This design comes from an exercise in tuning for small area, a short achievable clock period and few clock cycles on the open sky130 flow, not from production work. Where RTL was checked, it was by simulation tests only, not by an equivalence proof against the original.

==> inputs of run C <==
## complex_mean_square
module complex_mean_square (
    input wire i_clk,
    input wire i_arst,
    input wire i_en,
    input wire [2:0] i_log2_samples,
    input wire        i_valid,
    input wire [31:0] i_y,
    input wire [31:0] i_y_hat,
    output reg        o_valid,
    output reg [63:0] o_data
);
==> module complex_mean_square, before the edit <==
module complex_mean_square (
    input wire i_clk,
    input wire i_arst,
    input wire i_en,
    input wire [2:0] i_log2_samples,
    input wire        i_valid,
    input wire [31:0] i_y,
    input wire [31:0] i_y_hat,
    output reg        o_valid,
    output reg [63:0] o_data
);
    reg        busy_r;       
    reg        skip_r;       
    reg        take_en_r;    
    reg  [6:0] cnt_r;        
    reg  [2:0] k_r;          
    reg        last1_r, last2_r;
    wire       start = ~busy_r & i_en;
    wire       take  = take_en_r & i_valid;
    wire [6:0] n_m1  = ~(7'h7f << k_r);
    wire       last  = take & (cnt_r == n_m1);
    always @(posedge i_clk or posedge i_arst) begin
        if (i_arst) begin
            busy_r    <= 1'b0;
            skip_r    <= 1'b0;
            take_en_r <= 1'b0;
            last1_r   <= 1'b0;
            last2_r   <= 1'b0;
            o_valid   <= 1'b0;
        end else begin
            if (start) begin
                busy_r <= 1'b1;
                skip_r <= 1'b1;
            end
            if (skip_r) begin
                skip_r    <= 1'b0;
                take_en_r <= 1'b1;
            end
            if (last)
                take_en_r <= 1'b0;
            last1_r <= last;
            last2_r <= last1_r;
            o_valid <= last2_r;
            if (last2_r)
                busy_r <= 1'b0;
        end
    end
    always @(posedge i_clk) begin
        if (start) begin
            k_r   <= i_log2_samples;
            cnt_r <= 7'd0;
        end else if (take) begin
            cnt_r <= cnt_r + 7'd1;
        end
    end
    wire [15:0] diff_re, diff_im;
    sub16 sub_re (.a(i_y[15:0]),  .b(i_y_hat[15:0]),  .d(diff_re));
    sub16 sub_im (.a(i_y[31:16]), .b(i_y_hat[31:16]), .d(diff_im));
    reg [31:0] nd1_r;
    always @(posedge i_clk)
        nd1_r <= take ? ~{diff_im, diff_re} : 32'hffffffff;
    wire [31:0] re_s, re_c, im_s, im_c;
    complex_multiplier cpow_calculator (
        .na(nd1_r),
        .re_s(re_s), .re_c(re_c), .im_s(im_s), .im_c(im_c)
    );
    reg [31:0] re_s2_r, re_c2_r, im_s2_r, im_c2_r;
    always @(posedge i_clk) begin
        re_s2_r <= re_s;
        re_c2_r <= re_c;
        im_s2_r <= im_s;
        im_c2_r <= im_c;
    end
    wire [31:0] cs_re_s, cs_re_c, cs_im_s, cs_im_c;
    genvar gi;
    generate
        for (gi = 0; gi < 32; gi = gi + 1) begin : g_csa
            csa_fa fa_re (.a(o_data[gi]), .b(re_s2_r[gi]), .c(re_c2_r[gi]),
                          .s(cs_re_s[gi]), .co(cs_re_c[gi]));
            csa_fa fa_im (.a(o_data[32+gi]), .b(im_s2_r[gi]), .c(im_c2_r[gi]),
                          .s(cs_im_s[gi]), .co(cs_im_c[gi]));
        end
    endgenerate
    wire [31:0] sum_re = cs_re_s + {cs_re_c[30:0], 1'b0};
    wire [31:0] sum_im = cs_im_s + {cs_im_c[30:0], 1'b0};
    wire [2:0]  sh     = last2_r ? k_r : 3'd0;
    wire [31:0] res_re = $signed(sum_re) >>> sh;
    wire [31:0] res_im = $signed(sum_im) >>> sh;
    always @(posedge i_clk)
        o_data <= busy_r ? {res_im, res_re} : 64'd0;
endmodule
clock: 13.5 ns
lec_check: 0
cap_margin: 20
core_margin: 2
core_utilization: 40
slew_margin: 20
synth_hierarchical: 1
synth_minimum_keep_size: 0
standard.sh (not shown) runs the stock make flow with config.mk's settings and CLKGATE_MAP_FILE= SYNTH_SCRIPT=/design/flow/synth_recipe.tcl, a recipe that flattens the netlist after the stock synthesis.
==> flow/flow/run.sh <==
#!/bin/bash
# The standard layout, with timing repair aimed at a shorter period than the
# clock's: the constraints are unchanged, repair_timing gets a setup margin
# and may resize cells to other footprints.
set -euo pipefail
bash standard.sh SETUP_SLACK_MARGIN=10.0 MATCH_CELL_FOOTPRINT=0 finish > standard_flow.log 2>&1
==> run M (differences from run C) <==
--- a/flow/design.v
+++ b/flow/design.v
@@ -1493,6 +1493,7 @@
     reg        take_en_r;    
     reg  [6:0] cnt_r;        
     reg  [2:0] k_r;          
+    reg        v1_r;         
     reg        last1_r, last2_r;
     wire       start = ~busy_r & i_en;
     wire       take  = take_en_r & i_valid;
@@ -1503,6 +1504,7 @@
             busy_r    <= 1'b0;
             skip_r    <= 1'b0;
             take_en_r <= 1'b0;
+            v1_r      <= 1'b0;
             last1_r   <= 1'b0;
             last2_r   <= 1'b0;
             o_valid   <= 1'b0;
@@ -1517,6 +1519,7 @@
             end
             if (last)
                 take_en_r <= 1'b0;
+            v1_r    <= take;
             last1_r <= last;
             last2_r <= last1_r;
             o_valid <= last2_r;
@@ -1537,10 +1540,11 @@
     sub16 sub_im (.a(i_y[31:16]), .b(i_y_hat[31:16]), .d(diff_im));
     reg [31:0] nd1_r;
     always @(posedge i_clk)
-        nd1_r <= take ? ~{diff_im, diff_re} : 32'hffffffff;
+        nd1_r <= ~{diff_im, diff_re};
+    wire [31:0] nd1 = nd1_r | {32{~v1_r}};
     wire [31:0] re_s, re_c, im_s, im_c;
     complex_multiplier cpow_calculator (
-        .na(nd1_r),
+        .na(nd1),
         .re_s(re_s), .re_c(re_c), .im_s(im_s), .im_c(im_c)
     );
     reg [31:0] re_s2_r, re_c2_r, im_s2_r, im_c2_r;
==> flow/run.sh (new file) <==
#!/bin/bash
# synth_recipe.tcl (not shown) runs the flow's synth.tcl, then flattens the netlist and writes it again
# the make line also repeats each setting of config.mk as NAME=value (left out here)
make -C /OpenROAD-flow-scripts/flow DESIGN_CONFIG=/design/flow/config.mk WORK_HOME=/design/flow/orfs CLKGATE_MAP_FILE= SYNTH_SCRIPT=/design/flow/synth_recipe.tcl finish
removed: flow/flow/run.sh
removed: flow/standard.sh
==> comparison <==
- Maximum frequency: run C is larger than run M (28%).
- Worst setup slack: run M is lower than run C (1.1 ns).
- Of run M and run C, run C has the higher register-to-register slack (gap 1.1 ns).
- Run M passed the timing, design-rule and antenna checks. Run C finished clean.
- Via count: run M is smaller than run C (about 8%).
- Between run M and run C, the lower critical path depth is in run C (gap 9).
==> figures <==
|  | run M | run C |
|---|---|---|
| Sequential standard cell area | 4890 sq um | 5180 sq um |
| Xor/xnor cell area share of the yosys netlist | 2.74% | 2.69% |
| Maximum single-stage delay on the critical path | 0.62 ns | 0.35 ns |
| Result of the run | complete, no violations | complete, no violations |
| Number of nets in the layout | 3415 | 3674 |
| Share of cell area taken by multi-input logic gates | 66.7% | 62.3% |
| Signal inverters | 243 | 216 |
| Floorplan die height | 261 microns | 261 microns |
| Critical path launch point | v1_r$_DFF_PP0_ | o_data[1]$_SDFF_PN0_ |
| Share of layout cells above drive strength 1 | 5.26% | 29.5% |
| Number of setup buffers added after CTS | 0 | 186 |
| Multi-input combinational cell area | 19200 sq um | 20900 sq um |
| Slew at the pin with the worst max-slew slack | 1.03 ns | 1.10 ns |
No run of this note included a check of the RTL's function; only the layout flow was run.

==> build 87 <==
Another version of the RTL of complex_mean_square (not shown whole).
## complex_mean_square
module complex_mean_square (
    input wire i_clk,
    input wire i_arst,
    input wire i_en,
    input wire [2:0] i_log2_samples,
    input wire        i_valid,
    input wire [31:0] i_y,
    input wire [31:0] i_y_hat,
    output reg        o_valid,
    output reg [63:0] o_data
);
==> module add_sk, before the edit <==
module add_sk #(
    parameter W = 32
) (
    input  [W-1:0] a,
    input  [W-1:0] b,
    input          ci,
    output [W-1:0] s
);
    localparam L = $clog2(W);
    wire [W-1:0] p = a ^ b;
    wire [W-1:0] g = a & b;
    wire [W-1:0] gg [0:L];
    wire [W-1:0] pp [0:L];
    assign gg[0] = {g[W-1:1], g[0] | p[0] & ci};
    assign pp[0] = p;
    genvar l, i;
    generate
        for (l = 0; l < L; l = l + 1) begin : lv
            for (i = 0; i < W; i = i + 1) begin : bt
                if ((i >> l) & 1) begin
                    localparam integer J = ((i >> l) << l) - 1;
                    assign gg[l+1][i] = gg[l][i] | pp[l][i] & gg[l][J];
                    assign pp[l+1][i] = pp[l][i] & pp[l][J];
                end else begin
                    assign gg[l+1][i] = gg[l][i];
                    assign pp[l+1][i] = pp[l][i];
                end
            end
        end
    endgenerate
    assign s = p ^ {gg[L][W-2:0], ci};
endmodule
==> module complex_mean_square, before the edit <==
module complex_mean_square (
    input wire i_clk,
    input wire i_arst,
    input wire i_en,
    input wire [2:0] i_log2_samples,
    input wire        i_valid,
    input wire [31:0] i_y,
    input wire [31:0] i_y_hat,
    output reg        o_valid,
    output reg [63:0] o_data
);
    reg        busy_r;       
    reg        skip_r;       
    reg        take_en_r;    
    reg  [6:0] cnt_r;        
    reg  [2:0] k_r;          
    reg        last1_r, last2_r;
    wire       start = ~busy_r & i_en;
    wire       take  = take_en_r & i_valid;
    wire [6:0] n_m1  = ~(7'h7f << k_r);
    wire       last  = take & (cnt_r == n_m1);
    always @(posedge i_clk or posedge i_arst) begin
        if (i_arst) begin
            busy_r    <= 1'b0;
            skip_r    <= 1'b0;
            take_en_r <= 1'b0;
            last1_r   <= 1'b0;
            last2_r   <= 1'b0;
            o_valid   <= 1'b0;
        end else begin
            if (start) begin
                busy_r <= 1'b1;
                skip_r <= 1'b1;
            end
            if (skip_r) begin
                skip_r    <= 1'b0;
                take_en_r <= 1'b1;
            end
            if (last)
                take_en_r <= 1'b0;
            last1_r <= last;
            last2_r <= last1_r;
            o_valid <= last2_r;
            if (last2_r)
                busy_r <= 1'b0;
        end
    end
    always @(posedge i_clk) begin
        if (start) begin
            k_r   <= i_log2_samples;
            cnt_r <= 7'd0;
        end else if (take) begin
            cnt_r <= cnt_r + 7'd1;
        end
    end
    wire [15:0] diff_re, diff_im;
    sub16 sub_re (.a(i_y[15:0]),  .b(i_y_hat[15:0]),  .d(diff_re));
    sub16 sub_im (.a(i_y[31:16]), .b(i_y_hat[31:16]), .d(diff_im));
    reg [31:0] nd1_r;
    always @(posedge i_clk)
        nd1_r <= take ? ~{diff_im, diff_re} : 32'hffffffff;
    wire [31:0] re_s, re_c, im_s, im_c;
    complex_multiplier cpow_calculator (
        .na(nd1_r),
        .re_s(re_s), .re_c(re_c), .im_s(im_s), .im_c(im_c)
    );
    reg [31:0] re_s2_r, re_c2_r, im_s2_r, im_c2_r;
    always @(posedge i_clk) begin
        re_s2_r <= re_s;
        re_c2_r <= re_c;
        im_s2_r <= im_s;
        im_c2_r <= im_c;
    end
    wire [31:0] cs_re_s, cs_re_c, cs_im_s, cs_im_c;
    genvar gi;
    generate
        for (gi = 0; gi < 32; gi = gi + 1) begin : g_csa
            csa_fa fa_re (.a(o_data[gi]), .b(re_s2_r[gi]), .c(re_c2_r[gi]),
                          .s(cs_re_s[gi]), .co(cs_re_c[gi]));
            csa_fa fa_im (.a(o_data[32+gi]), .b(im_s2_r[gi]), .c(im_c2_r[gi]),
                          .s(cs_im_s[gi]), .co(cs_im_c[gi]));
        end
    endgenerate
    wire [31:0] sum_re, sum_im;
    add_sk #(.W(32)) add_re (.a(cs_re_s), .b({cs_re_c[30:0], 1'b0}), .ci(1'b0), .s(sum_re));
    add_sk #(.W(32)) add_im (.a(cs_im_s), .b({cs_im_c[30:0], 1'b0}), .ci(1'b0), .s(sum_im));
    wire [2:0]  sh     = last2_r ? k_r : 3'd0;
    wire [31:0] res_re = $signed(sum_re) >>> sh;
    wire [31:0] res_im = $signed(sum_im) >>> sh;
    always @(posedge i_clk)
        o_data <= busy_r ? {res_im, res_re} : 64'd0;
endmodule
==> module pp_booth, before the edit <==
module pp_booth (
    input  a,
    input  b,
    input  c,
    input  d,
    input  e,
    output y
);
    assign y = ((a & ~d) | (b & ~e)) ^ c;
endmodule
clock: 13.5 ns
lec_check: 0
cap_margin: 20
core_margin: 2
core_utilization: 60
slew_margin: 20
synth_hierarchical: 1
synth_minimum_keep_size: 0
==> flow/flow/run.sh <==
#!/bin/bash
# The standard layout, with timing repair aimed at a shorter period than the
# clock's: the constraints are unchanged, repair_timing gets a setup margin
# and may resize cells to other footprints; the ports get plain buffers.
set -euo pipefail
bash standard.sh SETUP_SLACK_MARGIN=9.5 MATCH_CELL_FOOTPRINT=0 \
  "BUFFER_PORTS_ARGS=-buffer_cell sky130_fd_sc_hd__buf_2" finish > standard_flow.log 2>&1
==> build 83 (differences from build 87) <==
--- a/flow/design.v
+++ b/flow/design.v
@@ -18,36 +18,4 @@
     assign co = a & b;
 endmodule
-module add_sk #(
-    parameter W = 32
-) (
-    input  [W-1:0] a,
-    input  [W-1:0] b,
-    input          ci,
-    output [W-1:0] s
-);
-    localparam L = $clog2(W);
-    wire [W-1:0] p = a ^ b;
-    wire [W-1:0] g = a & b;
-    wire [W-1:0] gg [0:L];
-    wire [W-1:0] pp [0:L];
-    assign gg[0] = {g[W-1:1], g[0] | p[0] & ci};
-    assign pp[0] = p;
-    genvar l, i;
-    generate
-        for (l = 0; l < L; l = l + 1) begin : lv
-            for (i = 0; i < W; i = i + 1) begin : bt
-                if ((i >> l) & 1) begin
-                    localparam integer J = ((i >> l) << l) - 1;
-                    assign gg[l+1][i] = gg[l][i] | pp[l][i] & gg[l][J];
-                    assign pp[l+1][i] = pp[l][i] & pp[l][J];
-                end else begin
-                    assign gg[l+1][i] = gg[l][i];
-                    assign pp[l+1][i] = pp[l][i];
-                end
-            end
-        end
-    endgenerate
-    assign s = p ^ {gg[L][W-2:0], ci};
-endmodule
 module sub16 (
     input  [15:0] a,
@@ -2106,7 +2074,6 @@
         end
     endgenerate
-    wire [31:0] sum_re, sum_im;
-    add_sk #(.W(32)) add_re (.a(cs_re_s), .b({cs_re_c[30:0], 1'b0}), .ci(1'b0), .s(sum_re));
-    add_sk #(.W(32)) add_im (.a(cs_im_s), .b({cs_im_c[30:0], 1'b0}), .ci(1'b0), .s(sum_im));
+    wire [31:0] sum_re = cs_re_s + {cs_re_c[30:0], 1'b0};
+    wire [31:0] sum_im = cs_im_s + {cs_im_c[30:0], 1'b0};
     wire [2:0]  sh     = last2_r ? k_r : 3'd0;
     wire [31:0] res_re = $signed(sum_re) >>> sh;
==> flow/flow/run.sh (replaced) <==
#!/bin/bash
# The standard layout, with timing repair aimed at a shorter period than the
# clock's: the constraints are unchanged, repair_timing gets a setup margin
# and may resize cells to other footprints.
set -euo pipefail
bash standard.sh SETUP_SLACK_MARGIN=9.5 MATCH_CELL_FOOTPRINT=0 finish > standard_flow.log 2>&1
--- a/flow/config.mk
+++ b/flow/config.mk
@@ -8,5 +8,5 @@
 export CAP_MARGIN = 20
 export CORE_MARGIN = 2
-export CORE_UTILIZATION = 60
+export CORE_UTILIZATION = 40
 export SLEW_MARGIN = 20
 export SYNTH_HIERARCHICAL = 1
==> trial 57 (differences from build 87) <==
--- a/flow/design.v
+++ b/flow/design.v
@@ -19,5 +19,6 @@
 endmodule
 module add_sk #(
-    parameter W = 32
+    parameter W = 32,
+    parameter L = 5         
 ) (
     input  [W-1:0] a,
@@ -26,5 +27,4 @@
     output [W-1:0] s
 );
-    localparam L = $clog2(W);
     wire [W-1:0] p = a ^ b;
     wire [W-1:0] g = a & b;
@@ -116,14 +116,4 @@
     assign y = ~(a | b);
 endmodule
-module pp_booth (
-    input  a,
-    input  b,
-    input  c,
-    input  d,
-    input  e,
-    output y
-);
-    assign y = ((a & ~d) | (b & ~e)) ^ c;
-endmodule
 module complex_multiplier (
     input  [31:0] na,
--- a/flow/config.mk
+++ b/flow/config.mk
@@ -9,4 +9,6 @@
 export CORE_MARGIN = 2
 export CORE_UTILIZATION = 60
+export CTS_CLUSTER_DIAMETER = 60
+export CTS_CLUSTER_SIZE = 40
 export SLEW_MARGIN = 20
 export SYNTH_HIERARCHICAL = 1
==> qor summary <==
	trial 57	build 83	build 87
Outcome	complete, no violations	complete, no violations	complete, no violations
Core Area	41,900 um^2	64,300 um^2	41,900 um^2
Detailed route wirelength on metal2	32.6 mm	34.6 mm	32.0 mm
Non-clock buffer total of the final layout	178	237	175
Post-Synth XOR/XNOR Area	0.0261	0.0285	0.0261
Routed wire length	64.5 mm	75.7 mm	64.0 mm
Least-Margin Pin Slew	0.926 ns	0.902 ns	0.890 ns
Row count	75	93	75
Quantity of gates resized following cts	22	199	21
Synthesized area per cell	10.2 um^2	9.49 um^2	10.2 um^2
Total number of multi-input combinational cells	1,839	2,072	1,839
Count of vias placed by the detailed router	18,200	20,300	18,200
Initial cell density of the core	0.608	0.405	0.608
Pin count of the biggest net entering global routing	66	73	66
Clock buffer count	30	42	37
Wire length of the first global-routing pass	102 mm	116 mm	103 mm
Worst setup timing slack at the placement stage	9.00 ns	8.54 ns	9.02 ns
Layout overhead on the synthesized area	9.07%	17.4%	9.02%
Layout cells sized above 1	0.155	0.122	0.153
Origin of the critical flop-to-flop path	o_data[7]$_SDFF_PN0_	o_data[33]$_SDFF_PN0_	nd1_r[13]$_SDFF_PN1_
Multi-input logic portion of the cell area	0.680	0.647	0.679
Met1 track demand over resource	0.395	0.298	0.387
HPWL reported at the end of detailed placement	44.2 mm	51.0 mm	44.7 mm
Synth Instances	2,509	2,742	2,509
Testbench counts of build 83, summed over its fixed seeds: cycles 15,043.
Testbench counts of trial 57, summed over its fixed seeds: cycles 15,043.
For build 87, only the layout was checked, not whether the RTL still works.

## afterwards: timing with drivers on the ports
The results above use ideal ports. As a check the final layouts listed here were re-extracted and re-timed, cells and wires unchanged.
Step 1 (the two cells are an assumption about what drives the block):
set clk [get_ports {i_clk}]
set_driving_cell -lib_cell sky130_fd_sc_hd__clkbuf_16 $clk
set_driving_cell -lib_cell sky130_fd_sc_hd__buf_2 [delete_from_list [all_inputs] $clk]
Step 2, shift: input delay + t, output delay - t, t = (earliest + latest rising clock arrival at the registers) / 2. This alone moves slack from input paths to output paths.
Slacks: no drivers / after step 1 / after step 2; pairs: no drivers / after step 1.
run | t (ns) | setup slack, ns | worst setup path after step 2 | latest minus earliest clock arrival (ns) | worst slew at a driven data input, ns
run C | 0.639 | 9.642 / 9.587 / 9.048 | input to register | 0.036 / 0.036 | 0.05
run M | 0.641 | 8.565 / 8.565 / 8.418 | input to register | 0.022 / 0.023 | 0.08
build 87 | 0.624 | 9.582 / 9.542 / 9.009 | input to register | 0.010 / 0.010 | 0.04
build 83 | 0.633 | 9.519 / 9.519 / 8.917 | input to register | 0.019 / 0.019 | 0.04
trial 57 | 0.615 | 9.570 / 9.551 / 9.003 | input to register | 0.017 / 0.017 | 0.04
After both steps every run listed still meets setup and hold. For build 83, which loses most, drivers alone change the setup slack by 0.000 ns; drivers and shift together by -0.602 ns.
